From an optimization exercise on the open Yosys and OpenROAD flow, aimed at small area and a short achievable clock period; shortcuts taken in it are not production practice. No functional check of the RTL was part of any run shown here.

==> flow/design.v (outline; a module is shown in full before it is edited, if it fits) <==
// module wcopy: 7 lines
// module systolic_array: 959 lines
module systolic_array #(
    parameter M           = 5,
    parameter N           = 3,
    parameter K           = 4,
    parameter DATA_WIDTH  = 32
) (
    input clk,
    input rst_n,
    input [DATA_WIDTH*M-1:0] X,
    input [DATA_WIDTH*K-1:0] W,
    output reg [DATA_WIDTH*M*K-1:0] Y,
    output done
);
  // ...
==> flow/flow/run.sh <==
#!/bin/bash
# The standard layout with two changes:
#  - input and output ports are buffered with plain buffers (buf_2) instead
#    of the delay cells buffer_ports picks by default;
#  - after the standard synthesis, fa_polarity.py complements some full
#    adders (a full adder is self-dual) so that fewer inverters are needed
#    between them; registers and all other cells are unchanged.
set -euo pipefail
export BUFFER_PORTS_ARGS="-buffer_cell sky130_fd_sc_hd__buf_2"
RES=orfs/results/${FLOW_PLATFORM}/systolic_array/base
bash standard.sh synth > make_synth.log 2>&1
python3 flow/fa_polarity.py $RES/1_2_yosys.v $RES/1_2_yosys.pol.v > fa_polarity.log 2>&1
cp $RES/1_2_yosys.v 1_2_yosys.standard.v
mv $RES/1_2_yosys.pol.v $RES/1_2_yosys.v
rm -f $RES/1_synth.odb $RES/1_synth.sdc
bash standard.sh > make_layout.log 2>&1
==> flow/flow/fa_polarity.py <==
#!/usr/bin/env python3
"""Remove inverters around full adders in a mapped netlist.

A full adder is self-dual: complementing its three inputs complements both
outputs.  This script chooses, for each sky130 fa cell, whether to use it in
complemented form so that as few inverters as possible are needed, removes
the netlist's inverters (inv/clkinv) and inserts one inverter per net that
still needs a complemented copy.  Registers, ports and every other cell are
left as they are; the netlist computes the same function.

usage: fa_polarity.py IN.v OUT.v
"""
import re, sys, random, collections

src = open(sys.argv[1]).read()
cell_re = re.compile(r'^(\s*)(sky130_fd_sc_hd__\w+)\s+(\S+)\s*\((.*?)\);\s*$', re.S | re.M)
pin_re = re.compile(r'\.(\w+)\(([^()]*)\)')
OUTPINS = {'X', 'Y', 'Q', 'Q_N', 'SUM', 'COUT', 'HI', 'LO'}

m = re.search(r'^\s*module\s+(\w+)\s*\(([^)]*)\);', src, re.M)
ports = set(p.strip() for p in m.group(2).split(','))
def is_port_net(n):
    base = n.split('[')[0].strip()
    return base in ports

cells = []   # [typ, name, pins(dict pin->net), span]
for mm in cell_re.finditer(src):
    typ = mm.group(2).split('__')[1]
    pins = {p: n.strip() for p, n in pin_re.findall(mm.group(4))}
    cells.append([typ, mm.group(3), pins, mm.span()])

def is_inv(t): return re.match(r'(clk)?inv_\d+$', t) is not None
def is_fa(t): return re.match(r'fa_\d+$', t) is not None

drv = {}
for i, (t, n, pins, _) in enumerate(cells):
    for p, net in pins.items():
        if p in OUTPINS:
            drv[net] = i
# inverters we may remove: those whose output is not a port
removable = set()
for i, (t, n, pins, _) in enumerate(cells):
    if is_inv(t) and not is_port_net(pins['Y']):
        removable.add(i)

def source(net):
    par = 0
    seen = 0
    while net in drv and drv[net] in removable:
        par ^= 1
        net = cells[drv[net]][2]['A']
        seen += 1
        assert seen < 100
    return net, par

# every input pin of a kept cell: (cell, pin, source net, parity)
uses = []
for i, (t, n, pins, _) in enumerate(cells):
    if i in removable:
        continue
    for p, net in pins.items():
        if p in OUTPINS:
            continue
        if not (net.startswith('_') or net.startswith('\\') or re.match(r'[A-Za-z]', net)):
            continue  # constants
        s, par = source(net)
        uses.append((i, p, s, par))

fas = [i for i, c in enumerate(cells) if is_fa(c[0])]
flip = collections.defaultdict(int)
bysrc = collections.defaultdict(list)
for u in uses:
    bysrc[u[2]].append(u)

def netcost(s):
    d = drv.get(s)
    fd = flip[d] if d is not None else 0
    need1 = any(par ^ fd ^ flip[i] for (i, p, _, par) in bysrc[s])
    return 1 if need1 else 0

famnets = collections.defaultdict(set)
for s, us in bysrc.items():
    d = drv.get(s)
    if d is not None and is_fa(cells[d][0]):
        famnets[d].add(s)
    for (i, p, _, par) in us:
        if is_fa(cells[i][0]):
            famnets[i].add(s)

def total():
    return sum(netcost(s) for s in bysrc)

before = total()
rng = random.Random(1)
best = before
order = list(fas)
for rnd in range(40):
    rng.shuffle(order)
    changed = False
    for f in order:
        nets = famnets[f]
        b = sum(netcost(s) for s in nets)
        flip[f] ^= 1
        a = sum(netcost(s) for s in nets)
        if a < b or (a == b and rng.random() < 0.3):
            changed = changed or a < b
        else:
            flip[f] ^= 1
    cur = total()
    if cur < best:
        best = cur
        bestflip = dict(flip)
    if rnd > 10 and not changed:
        break
if best < before:
    flip = collections.defaultdict(int, bestflip)
else:
    flip = collections.defaultdict(int)
after = total()

# rewrite
newinv = {}
newwires = []
def inverted(s):
    if s not in newinv:
        k = len(newinv)
        w = f"_polinv{k}_"
        newinv[s] = w
        newwires.append(w)
    return newinv[s]

out_cells = {}
for i, (t, n, pins, span) in enumerate(cells):
    if i in removable:
        out_cells[i] = None
        continue
    np = dict(pins)
    for p, net in pins.items():
        if p in OUTPINS:
            continue
    out_cells[i] = np
for (i, p, s, par) in uses:
    d = drv.get(s)
    fd = flip[d] if d is not None else 0
    need = par ^ fd ^ flip[i]
    out_cells[i][p] = inverted(s) if need else s

def esc(v):
    return v + " " if v.startswith("\\") else v

def fmt(t, n, pins, indent):
    body = ",\n".join(f"{indent}  .{p}({esc(v)})" for p, v in pins.items())
    return f"{indent}sky130_fd_sc_hd__{t} {n} (\n{body}\n{indent});"

pieces = []
last = 0
for i, (t, n, pins, span) in enumerate(cells):
    pieces.append(src[last:span[0]])
    last = span[1]
    if out_cells[i] is None:
        continue
    # keep original formatting of the instance, only pin values change
    indent = re.match(r'\s*', src[span[0]:span[1]]).group(0).lstrip('\n')
    pieces.append("\n" + fmt(t, n, out_cells[i], indent if indent else "  "))
pieces.append(src[last:])
text = "".join(pieces)
# declarations and new inverters
decl = "".join(f"  wire {w};\n" for w in newwires)
insts = "".join(f"  sky130_fd_sc_hd__inv_1 _polinvc{k}_ (\n    .A({esc(s)}),\n    .Y({w})\n  );\n"
                for k, (s, w) in enumerate(newinv.items()))
pos = text.rfind("endmodule")
text = text[:pos] + insts + text[pos:]
# wires right after the module's port list declarations: before first cell
first = cell_re.search(text).start()
text = text[:first] + "\n" + decl + text[first:]
open(sys.argv[2], "w").write(text)
print(f"fa_polarity: {len(fas)} full adders, {sum(flip.values())} complemented; "
      f"inverters {len(removable)} removable -> {len(newinv)} inserted (cost before flips {before})",
      file=sys.stderr)
==> flow/standard.sh <==
#!/bin/bash
# synth_recipe.tcl (not shown) runs the flow's synth.tcl, then flattens the netlist and writes it again
# the make line also repeats each setting of config.mk as NAME=value (left out here)
make -C /OpenROAD-flow-scripts/flow DESIGN_CONFIG=/design/flow/config.mk WORK_HOME=/design/flow/orfs CLKGATE_MAP_FILE= SYNTH_SCRIPT=/design/flow/synth_recipe.tcl "${@:-finish}"
==> flow/config.mk <==
export PLATFORM = sky130hd
export DESIGN_NAME = systolic_array
export DESIGN_NICKNAME = systolic_array
export VERILOG_FILES = /design/flow/design.v
export SDC_FILE = /design/flow/constraint.sdc
export NUM_CORES = 8
export LEC_CHECK = 0
export ABC_AREA = 1
export CAP_MARGIN = 20
export CORE_MARGIN = 2
export CORE_UTILIZATION = 60
export CTS_CLUSTER_DIAMETER = 150
export CTS_CLUSTER_SIZE = 20
export PLACE_DENSITY = 0.7
export SETUP_SLACK_MARGIN = 5
export SLEW_MARGIN = 20
export SYNTH_HIERARCHICAL = 1
==> flow/constraint.sdc <==
create_clock -name core_clock -period 8.5 [get_ports {clk}]
set_input_delay 1.7000 -clock core_clock [delete_from_list [all_inputs] [get_ports {clk}]]
set_output_delay 1.7000 -clock core_clock [all_outputs]
set_load 0.01 [all_outputs]
==> flow_summary.yaml, run 1 <==
layout:
  clk_share: 0.02394
  multi_input_cells: 7992
  seq_share: 0.3528
  fin_util: 0.7215
  nClkBuffers: 183
  layout_common_cells: "1629 x nand2_1, 1445 x dfxtp_1, 1073 x inv_1, 930 x buf_2, 897 x xor2_1"
  n_all_buffers: 1706
clocking:
  clockRootBuffer: "clkbuf_16"
  hold_buffers: 0
timing:
  setup_ws_ns: 4.217
  hold_violations: 0
  setup_viol: 0
  slew_headroom: -0.2562
  setup_tns_ns: 0
  slew_violations: 10
  grt_setup_unrepaired: "yes"
  fin_crit_sh: 0.5039
run_status:
  status: "complete, but fails checks"
  failed_checks: "capacitance limit, slew limit"
worst_setup_path:
  cp-start-kind: "flip-flop"
  ff2ff_path_depth: 10
  max_stage_delay_ns: 1.43
  reg2reg_from: "row[3].ra_3_1$_SDFF_PP0_"
  worstPathCellList: "ha_1, fa_1, ha_2, nand3_1, nand2_2, buf_12, buf_4, xor2_1, nand2_1, o21ai_0"
global_routing:
  top_usage_layer: "met2"
  use_met1: 0.6331
job:
  drv_cap: 3
detailed_routing:
  routed_via_density: 7.123
  drt_wl_total_mm: 562.6
  wl_met3_mm: 94.24
  wl_met2_mm: 224.7
  dr.pass1.iters: 22
logic_synthesis:
  avgSynthCellArea_sq_um: 9.958
floorplanning:
  ios: 931
  nWellTaps: 2656
place:
  place_area_sq_um: 126800
==> run 2: changes to the inputs <==
--- a/flow/design.v
+++ b/flow/design.v
@@ -946,17 +946,179 @@
         wire bx119 = ra_31_0 ^ ra_31_1;
         wire bx120 = ra_31_2 ^ ra_31_3;
         wire bx121 = ra_31_4 ^ ra_31_5;
         wire bx122 = bx119 ^ bx120;
         wire bx123 = bx121 ^ bc56;
         wire bx124 = bx122 ^ bx123;
         wire [31:0] r0 = {bc118, bc116, bc114, bc112, bc110, bc108, bc106, bc104, bc102, bc100, bc98, bc96, bc94, bc92, bc90, bc88, bc86, bc84, bc82, bc80, bc78, bc76, bc74, bc72, bc70, bc68, bc66, bc64, bc62, bc60, bc58, ra_0_2};
         wire [31:0] r1 = {bx124, bs117, bs115, bs113, bs111, bs109, bs107, bs105, bs103, bs101, bs99, bs97, bs95, bs93, bs91, bs89, bs87, bs85, bs83, bs81, bs79, bs77, bs75, bs73, bs71, bs69, bs67, bs65, bs63, bs61, bs59, bs57};
-        assign sum = r0 + r1;
+        wire [31:0] cg0 = r0 & r1;
+        wire [31:0] cp0 = r0 ^ r1;
+        wire sg1_1 = cg0[1] | (cp0[1] & cg0[0]);
+        wire sp1_1 = cp0[1] & cp0[0];
+        wire sg1_3 = cg0[3] | (cp0[3] & cg0[2]);
+        wire sp1_3 = cp0[3] & cp0[2];
+        wire sg1_5 = cg0[5] | (cp0[5] & cg0[4]);
+        wire sp1_5 = cp0[5] & cp0[4];
+        wire sg1_7 = cg0[7] | (cp0[7] & cg0[6]);
+        wire sp1_7 = cp0[7] & cp0[6];
+        wire sg1_9 = cg0[9] | (cp0[9] & cg0[8]);
+        wire sp1_9 = cp0[9] & cp0[8];
+        wire sg1_11 = cg0[11] | (cp0[11] & cg0[10]);
+        wire sp1_11 = cp0[11] & cp0[10];
+        wire sg1_13 = cg0[13] | (cp0[13] & cg0[12]);
+        wire sp1_13 = cp0[13] & cp0[12];
+        wire sg1_15 = cg0[15] | (cp0[15] & cg0[14]);
+        wire sp1_15 = cp0[15] & cp0[14];
+        wire sg1_17 = cg0[17] | (cp0[17] & cg0[16]);
+        wire sp1_17 = cp0[17] & cp0[16];
+        wire sg1_19 = cg0[19] | (cp0[19] & cg0[18]);
+        wire sp1_19 = cp0[19] & cp0[18];
+        wire sg1_21 = cg0[21] | (cp0[21] & cg0[20]);
+        wire sp1_21 = cp0[21] & cp0[20];
+        wire sg1_23 = cg0[23] | (cp0[23] & cg0[22]);
+        wire sp1_23 = cp0[23] & cp0[22];
+        wire sg1_25 = cg0[25] | (cp0[25] & cg0[24]);
+        wire sp1_25 = cp0[25] & cp0[24];
+        wire sg1_27 = cg0[27] | (cp0[27] & cg0[26]);
+        wire sp1_27 = cp0[27] & cp0[26];
+        wire sg1_29 = cg0[29] | (cp0[29] & cg0[28]);
+        wire sp1_29 = cp0[29] & cp0[28];
+        wire sg1_31 = cg0[31] | (cp0[31] & cg0[30]);
+        wire sp1_31 = cp0[31] & cp0[30];
+        wire sg2_2 = cg0[2] | (cp0[2] & sg1_1);
+        wire sp2_2 = cp0[2] & sp1_1;
+        wire sg2_3 = sg1_3 | (sp1_3 & sg1_1);
+        wire sp2_3 = sp1_3 & sp1_1;
+        wire sg2_6 = cg0[6] | (cp0[6] & sg1_5);
+        wire sp2_6 = cp0[6] & sp1_5;
+        wire sg2_7 = sg1_7 | (sp1_7 & sg1_5);
+        wire sp2_7 = sp1_7 & sp1_5;
+        wire sg2_10 = cg0[10] | (cp0[10] & sg1_9);
+        wire sp2_10 = cp0[10] & sp1_9;
+        wire sg2_11 = sg1_11 | (sp1_11 & sg1_9);
+        wire sp2_11 = sp1_11 & sp1_9;
+        wire sg2_14 = cg0[14] | (cp0[14] & sg1_13);
+        wire sp2_14 = cp0[14] & sp1_13;
+        wire sg2_15 = sg1_15 | (sp1_15 & sg1_13);
+        wire sp2_15 = sp1_15 & sp1_13;
+        wire sg2_18 = cg0[18] | (cp0[18] & sg1_17);
+        wire sp2_18 = cp0[18] & sp1_17;
+        wire sg2_19 = sg1_19 | (sp1_19 & sg1_17);
+        wire sp2_19 = sp1_19 & sp1_17;
+        wire sg2_22 = cg0[22] | (cp0[22] & sg1_21);
+        wire sp2_22 = cp0[22] & sp1_21;
+        wire sg2_23 = sg1_23 | (sp1_23 & sg1_21);
+        wire sp2_23 = sp1_23 & sp1_21;
+        wire sg2_26 = cg0[26] | (cp0[26] & sg1_25);
+        wire sp2_26 = cp0[26] & sp1_25;
+        wire sg2_27 = sg1_27 | (sp1_27 & sg1_25);
+        wire sp2_27 = sp1_27 & sp1_25;
+        wire sg2_30 = cg0[30] | (cp0[30] & sg1_29);
+        wire sp2_30 = cp0[30] & sp1_29;
+        wire sg2_31 = sg1_31 | (sp1_31 & sg1_29);
+        wire sp2_31 = sp1_31 & sp1_29;
+        wire sg3_4 = cg0[4] | (cp0[4] & sg2_3);
+        wire sp3_4 = cp0[4] & sp2_3;
+        wire sg3_5 = sg1_5 | (sp1_5 & sg2_3);
+        wire sp3_5 = sp1_5 & sp2_3;
+        wire sg3_6 = sg2_6 | (sp2_6 & sg2_3);
+        wire sp3_6 = sp2_6 & sp2_3;
+        wire sg3_7 = sg2_7 | (sp2_7 & sg2_3);
+        wire sp3_7 = sp2_7 & sp2_3;
+        wire sg3_12 = cg0[12] | (cp0[12] & sg2_11);
+        wire sp3_12 = cp0[12] & sp2_11;
+        wire sg3_13 = sg1_13 | (sp1_13 & sg2_11);
+        wire sp3_13 = sp1_13 & sp2_11;
+        wire sg3_14 = sg2_14 | (sp2_14 & sg2_11);
+        wire sp3_14 = sp2_14 & sp2_11;
+        wire sg3_15 = sg2_15 | (sp2_15 & sg2_11);
+        wire sp3_15 = sp2_15 & sp2_11;
+        wire sg3_20 = cg0[20] | (cp0[20] & sg2_19);
+        wire sp3_20 = cp0[20] & sp2_19;
+        wire sg3_21 = sg1_21 | (sp1_21 & sg2_19);
+        wire sp3_21 = sp1_21 & sp2_19;
+        wire sg3_22 = sg2_22 | (sp2_22 & sg2_19);
+        wire sp3_22 = sp2_22 & sp2_19;
+        wire sg3_23 = sg2_23 | (sp2_23 & sg2_19);
+        wire sp3_23 = sp2_23 & sp2_19;
+        wire sg3_28 = cg0[28] | (cp0[28] & sg2_27);
+        wire sp3_28 = cp0[28] & sp2_27;
+        wire sg3_29 = sg1_29 | (sp1_29 & sg2_27);
+        wire sp3_29 = sp1_29 & sp2_27;
+        wire sg3_30 = sg2_30 | (sp2_30 & sg2_27);
+        wire sp3_30 = sp2_30 & sp2_27;
+        wire sg3_31 = sg2_31 | (sp2_31 & sg2_27);
+        wire sp3_31 = sp2_31 & sp2_27;
+        wire sg4_8 = cg0[8] | (cp0[8] & sg3_7);
+        wire sp4_8 = cp0[8] & sp3_7;
+        wire sg4_9 = sg1_9 | (sp1_9 & sg3_7);
+        wire sp4_9 = sp1_9 & sp3_7;
+        wire sg4_10 = sg2_10 | (sp2_10 & sg3_7);
+        wire sp4_10 = sp2_10 & sp3_7;
+        wire sg4_11 = sg2_11 | (sp2_11 & sg3_7);
+        wire sp4_11 = sp2_11 & sp3_7;
+        wire sg4_12 = sg3_12 | (sp3_12 & sg3_7);
+        wire sp4_12 = sp3_12 & sp3_7;
+        wire sg4_13 = sg3_13 | (sp3_13 & sg3_7);
+        wire sp4_13 = sp3_13 & sp3_7;
+        wire sg4_14 = sg3_14 | (sp3_14 & sg3_7);
+        wire sp4_14 = sp3_14 & sp3_7;
+        wire sg4_15 = sg3_15 | (sp3_15 & sg3_7);
+        wire sp4_15 = sp3_15 & sp3_7;
+        wire sg4_24 = cg0[24] | (cp0[24] & sg3_23);
+        wire sp4_24 = cp0[24] & sp3_23;
+        wire sg4_25 = sg1_25 | (sp1_25 & sg3_23);
+        wire sp4_25 = sp1_25 & sp3_23;
+        wire sg4_26 = sg2_26 | (sp2_26 & sg3_23);
+        wire sp4_26 = sp2_26 & sp3_23;
+        wire sg4_27 = sg2_27 | (sp2_27 & sg3_23);
+        wire sp4_27 = sp2_27 & sp3_23;
+        wire sg4_28 = sg3_28 | (sp3_28 & sg3_23);
+        wire sp4_28 = sp3_28 & sp3_23;
+        wire sg4_29 = sg3_29 | (sp3_29 & sg3_23);
+        wire sp4_29 = sp3_29 & sp3_23;
+        wire sg4_30 = sg3_30 | (sp3_30 & sg3_23);
+        wire sp4_30 = sp3_30 & sp3_23;
+        wire sg4_31 = sg3_31 | (sp3_31 & sg3_23);
+        wire sp4_31 = sp3_31 & sp3_23;
+        wire sg5_16 = cg0[16] | (cp0[16] & sg4_15);
+        wire sp5_16 = cp0[16] & sp4_15;
+        wire sg5_17 = sg1_17 | (sp1_17 & sg4_15);
+        wire sp5_17 = sp1_17 & sp4_15;
+        wire sg5_18 = sg2_18 | (sp2_18 & sg4_15);
+        wire sp5_18 = sp2_18 & sp4_15;
+        wire sg5_19 = sg2_19 | (sp2_19 & sg4_15);
+        wire sp5_19 = sp2_19 & sp4_15;
+        wire sg5_20 = sg3_20 | (sp3_20 & sg4_15);
+        wire sp5_20 = sp3_20 & sp4_15;
+        wire sg5_21 = sg3_21 | (sp3_21 & sg4_15);
+        wire sp5_21 = sp3_21 & sp4_15;
+        wire sg5_22 = sg3_22 | (sp3_22 & sg4_15);
+        wire sp5_22 = sp3_22 & sp4_15;
+        wire sg5_23 = sg3_23 | (sp3_23 & sg4_15);
+        wire sp5_23 = sp3_23 & sp4_15;
+        wire sg5_24 = sg4_24 | (sp4_24 & sg4_15);
+        wire sp5_24 = sp4_24 & sp4_15;
+        wire sg5_25 = sg4_25 | (sp4_25 & sg4_15);
+        wire sp5_25 = sp4_25 & sp4_15;
+        wire sg5_26 = sg4_26 | (sp4_26 & sg4_15);
+        wire sp5_26 = sp4_26 & sp4_15;
+        wire sg5_27 = sg4_27 | (sp4_27 & sg4_15);
+        wire sp5_27 = sp4_27 & sp4_15;
+        wire sg5_28 = sg4_28 | (sp4_28 & sg4_15);
+        wire sp5_28 = sp4_28 & sp4_15;
+        wire sg5_29 = sg4_29 | (sp4_29 & sg4_15);
+        wire sp5_29 = sp4_29 & sp4_15;
+        wire sg5_30 = sg4_30 | (sp4_30 & sg4_15);
+        wire sp5_30 = sp4_30 & sp4_15;
+        wire sg5_31 = sg4_31 | (sp4_31 & sg4_15);
+        wire sp5_31 = sp4_31 & sp4_15;
+        assign sum = {cp0[31] ^ sg5_30, cp0[30] ^ sg5_29, cp0[29] ^ sg5_28, cp0[28] ^ sg5_27, cp0[27] ^ sg5_26, cp0[26] ^ sg5_25, cp0[25] ^ sg5_24, cp0[24] ^ sg5_23, cp0[23] ^ sg5_22, cp0[22] ^ sg5_21, cp0[21] ^ sg5_20, cp0[20] ^ sg5_19, cp0[19] ^ sg5_18, cp0[18] ^ sg5_17, cp0[17] ^ sg5_16, cp0[16] ^ sg4_15, cp0[15] ^ sg4_14, cp0[14] ^ sg4_13, cp0[13] ^ sg4_12, cp0[12] ^ sg4_11, cp0[11] ^ sg4_10, cp0[10] ^ sg4_9, cp0[9] ^ sg4_8, cp0[8] ^ sg3_7, cp0[7] ^ sg3_6, cp0[6] ^ sg3_5, cp0[5] ^ sg3_4, cp0[4] ^ sg2_3, cp0[3] ^ sg2_2, cp0[2] ^ sg1_1, cp0[1] ^ cg0[0], cp0[0]};
         always @(posedge clk) acc <= sum;
         always @(posedge clk) begin
             if (wy[0]) Y[32*(4*i+0) +: 32] <= sum;
             if (wy[1]) Y[32*(4*i+1) +: 32] <= sum;
             if (wy[2]) Y[32*(4*i+2) +: 32] <= sum;
             else if (rot) Y[32*(4*i+2) +: 32] <= xr2;
             if (wy[3]) Y[32*(4*i+3) +: 32] <= sum;
             else if (rot) Y[32*(4*i+3) +: 32] <= xr0;
==> flow/flow/run.sh (replaced) <==
#!/bin/bash
# The standard layout with two changes:
#  - input and output ports are buffered with plain buffers (buf_1) instead
#    of the delay cells buffer_ports picks by default;
#  - after the standard synthesis, fa_polarity.py complements some full
#    adders (a full adder is self-dual) so that fewer inverters are needed
#    between them; registers and all other cells are unchanged.
set -euo pipefail
export BUFFER_PORTS_ARGS="-buffer_cell sky130_fd_sc_hd__buf_1"
RES=orfs/results/${FLOW_PLATFORM}/systolic_array/base
bash standard.sh synth > make_synth.log 2>&1
python3 flow/fa_polarity.py $RES/1_2_yosys.v $RES/1_2_yosys.pol.v > fa_polarity.log 2>&1
cp $RES/1_2_yosys.v 1_2_yosys.standard.v
mv $RES/1_2_yosys.pol.v $RES/1_2_yosys.v
rm -f $RES/1_synth.odb $RES/1_synth.sdc
bash standard.sh > make_layout.log 2>&1
==> flow/config.mk (replaced) <==
export PLATFORM = sky130hd
export DESIGN_NAME = systolic_array
export DESIGN_NICKNAME = systolic_array
export VERILOG_FILES = /design/flow/design.v
export SDC_FILE = /design/flow/constraint.sdc
export NUM_CORES = 8
export LEC_CHECK = 0
export ABC_AREA = 1
export CAP_MARGIN = 20
export CORE_MARGIN = 2
export CORE_UTILIZATION = 45
export CTS_CLUSTER_DIAMETER = 150
export CTS_CLUSTER_SIZE = 20
export PLACE_DENSITY = 0.55
export SETUP_SLACK_MARGIN = 5
export SLEW_MARGIN = 20
export SYNTH_HIERARCHICAL = 1
==> run 2 against run 1 <==
Now clean on timing, DRC and antenna; worst hold slack worse by 0.014 ns; critical path depth increased by 2; clock skew increased by 0.0064 ns; first-iteration DRC count is 42% lower; cell count rose by 4.0%; sequential cell count did not move; wire length fell by 5.2%; global-route usage fell by 12 points; critical endpoint is now row[0].ra_25_3$_DFF_P_; largest cell class unchanged; highest routed layer unchanged.
==> flow_summary.yaml, run 2 <==
run_status:
  status: "finished clean"
timing:
  hold_violations: 0
  slew_headroom: 0.1538
  fin_crit_sh: 0.4201
  fin_skew_ns: 0.07809
  setup_tns_ns: 0
  slew_violations: 0
  setup_viol: 0
  grt_setup_unrepaired: "yes"
  tightestPinTransition_ns: 1.256
  setup_ws_ns: 4.929
  fin_crit_ns: 3.571
  fmax_mhz: 280.1
detailed_routing:
  route.vias.total: 101660
  drc_errors: 0
  routed_via_density: 6.104
  wl_per_cell_um: 32.02
  drt_wl_total_mm: 533.3
  drtIter0Drc: 12087
  dr.pass1.iters: 10
  drtAntennaViolNets: 0
worst_setup_path:
  startpoint: "row[0].xr0[11]$_DFF_P_"
  crit_fanout: 5
  required_ns: 9.20
  cp-start-kind: "flip-flop"
  cp.arrival_ns: 4.27
  reg2reg_from: "row[0].xr0[11]$_DFF_P_"
  ff2ff_path_depth: 12
  cp-end-kind: "flip-flop"
  critical_path_class: "flip-flop to flip-flop"
  r2r_end: "row[0].ra_25_3$_DFF_P_"
  r2r_setup_slack_ns: 4.93
layout:
  fin_util: 0.5390
  nNetsFinal: 14507
  areaGrowthSynthToFinish_pct: 19.34
  largest_register: "Y"
  largest_reg_flops: 640
  fillers: 23502
  final_common_cell: "nand2_1"
  reg.largest.list: "Y (640), wq (288)"
  final_area_sq_um: 141300
  drive_gt1_frac: 0.1575
  fin_cells: 16656
  layout_common_cells: "1591 x nand2_1, 1442 x dfxtp_1, 1073 x inv_1, 928 x buf_1, 903 x xor2_1"
global_routing:
  grt_use_total: 0.3827
  grt_overflow: 0
  grt_max_degree: 123
  grt_pass1_vias: 98774
  antenna_found_initial: 49
  grt_pass1_wl_mm: 734.0
place:
  dpl.hpwl_mm: 377.8
  dp_cells: 15800
  portBuffers: 930
  place_ws_ns: 3.168
  place.gp.congestion: 0.9933
  place_area_sq_um: 125600
logic_synthesis:
  syn_nets: 13272
  yosysWarnings: 9
  netlist_instances: 11797
  avgSynthCellArea_sq_um: 10.03
  synth_area_sq_um: 118400
clocking:
  clockRootBuffer: "clkbuf_16"
  clk_pin_slew_ns: 0.09
  numCtsBuffers: 120
  hold_buffers: 0
  insertion_delay_ns: 0.90
  cts_sinks: 2197
  htreeDepth: 3
  cts_tree: "done"
  clockBufferDepth: 3
floorplanning:
  core_area_sq_um: 262000
  core.rowCount: 188
  ios: 931
  die_h_um: 516.9
  start_util: 0.4517
  die_w_um: 516.9
  die_area_sq_um: 267100
worst_hold_path:
  min_to: "wq[1][7]$_DFF_P_"
  hold_path_startpoint: "wq[2][7]$_DFF_P_"
  hold_path_depth: 0
  hp-class: "flip-flop to flip-flop"
job:
  drv_cap: 0
run 2: metrics by stage:
stage	hold WS [ns]
2_1_floorplan	0.3096
3_3_place_gp	0.3098
3_5_place_dp	0.3121
4_1_cts	0.3091
5_1_grt	0.3089
6_report	0.3062
run 2: area by class of cell:
cell class              count  area [sq um]  area share
diodes                     26         65.06   0.0004606
clock buffers             196          3288     0.02328
clock inverters             9         211.5    0.001497
inverters                1217          4965     0.03515
multi-input cells        7746         65690      0.4651
flip-flops and latches   2197         50700      0.3589
well taps                3515          4398     0.03114
repair buffers           1742         11880     0.08410
repair inverters            8         50.05   0.0003543
run 2: per-layer routing:
metal  track usage  part of all wire  wire length (um)
met1        0.5161              0.40            215300
met2        0.5751              0.43            229900
met4        0.1746             0.059             31450
met3        0.1004              0.11             56310
met5             0           0.00064               341
run 2: what timing repair did:
item | CTS | global route
gates cloned | 40 | 20
setup endpoints to repair | 1090 | 570
hold endpoints to repair | 0 | 0
resized for setup | 793 | 606
pin swaps | 181 | 308
setup buffers | 322 | 243
run 2: worst max-delay path, cell delays in order (launching register included):
cell and delay [ns]:
dfxtp_2 0.33, buf_6 0.13, buf_6 0.13, ha_4 0.23
nor3_4 0.23, clkinvlp_4 0.23, buf_4 0.19, o22ai_1 0.11
a221oi_1 0.08, xor2_1 0.32, ha_1 0.32, fa_2 0.62
fa_1 0.46
run 2: worst max path at each step:
stage,end,slack (ns),cells after the start
global route,row[0].ra_31_5$_DFF_P_,4.79,20
CTS,row[1].ra_25_3$_DFF_P_,4.91,12
finish,row[0].ra_25_3$_DFF_P_,4.93,12
global placement,row[0].wc3.q[11]$_DFF_P_,3.05,12
floorplan,row[0].wc3.q[19]$_DFF_P_,4.95,13
detailed placement,row[0].wc3.q[13]$_DFF_P_,3.17,12

## afterwards: timing with drivers on the ports
In the flow no input, the clock included, has a driving cell. The finished layouts below were timed again as built, in two steps. Step 1, drivers: a clkbuf_16 drives clk and a buf_2 each remaining input, both assumed. Step 2 times the ports against the registers' clock, not the clock port: input delays grow and output delays shrink by t, the midpoint of the rising clock arrivals with the driver on. Slacks: no drivers / after step 1 / after step 2; pairs: no drivers / after step 1.
| run | t (ns) | slack for setup (ns) | latest minus earliest clock arrival (ns) |
|---|---|---|---|
| run 1 | 0.969 | 4.217 / 4.217 / 4.171 | 0.082 / 0.082 |
| run 2 | 0.978 | 4.929 / 4.929 / 4.200 | 0.082 / 0.081 |
For run 2, which loses most, drivers alone change the setup slack by 0.000 ns; drivers and shift together by -0.729 ns.
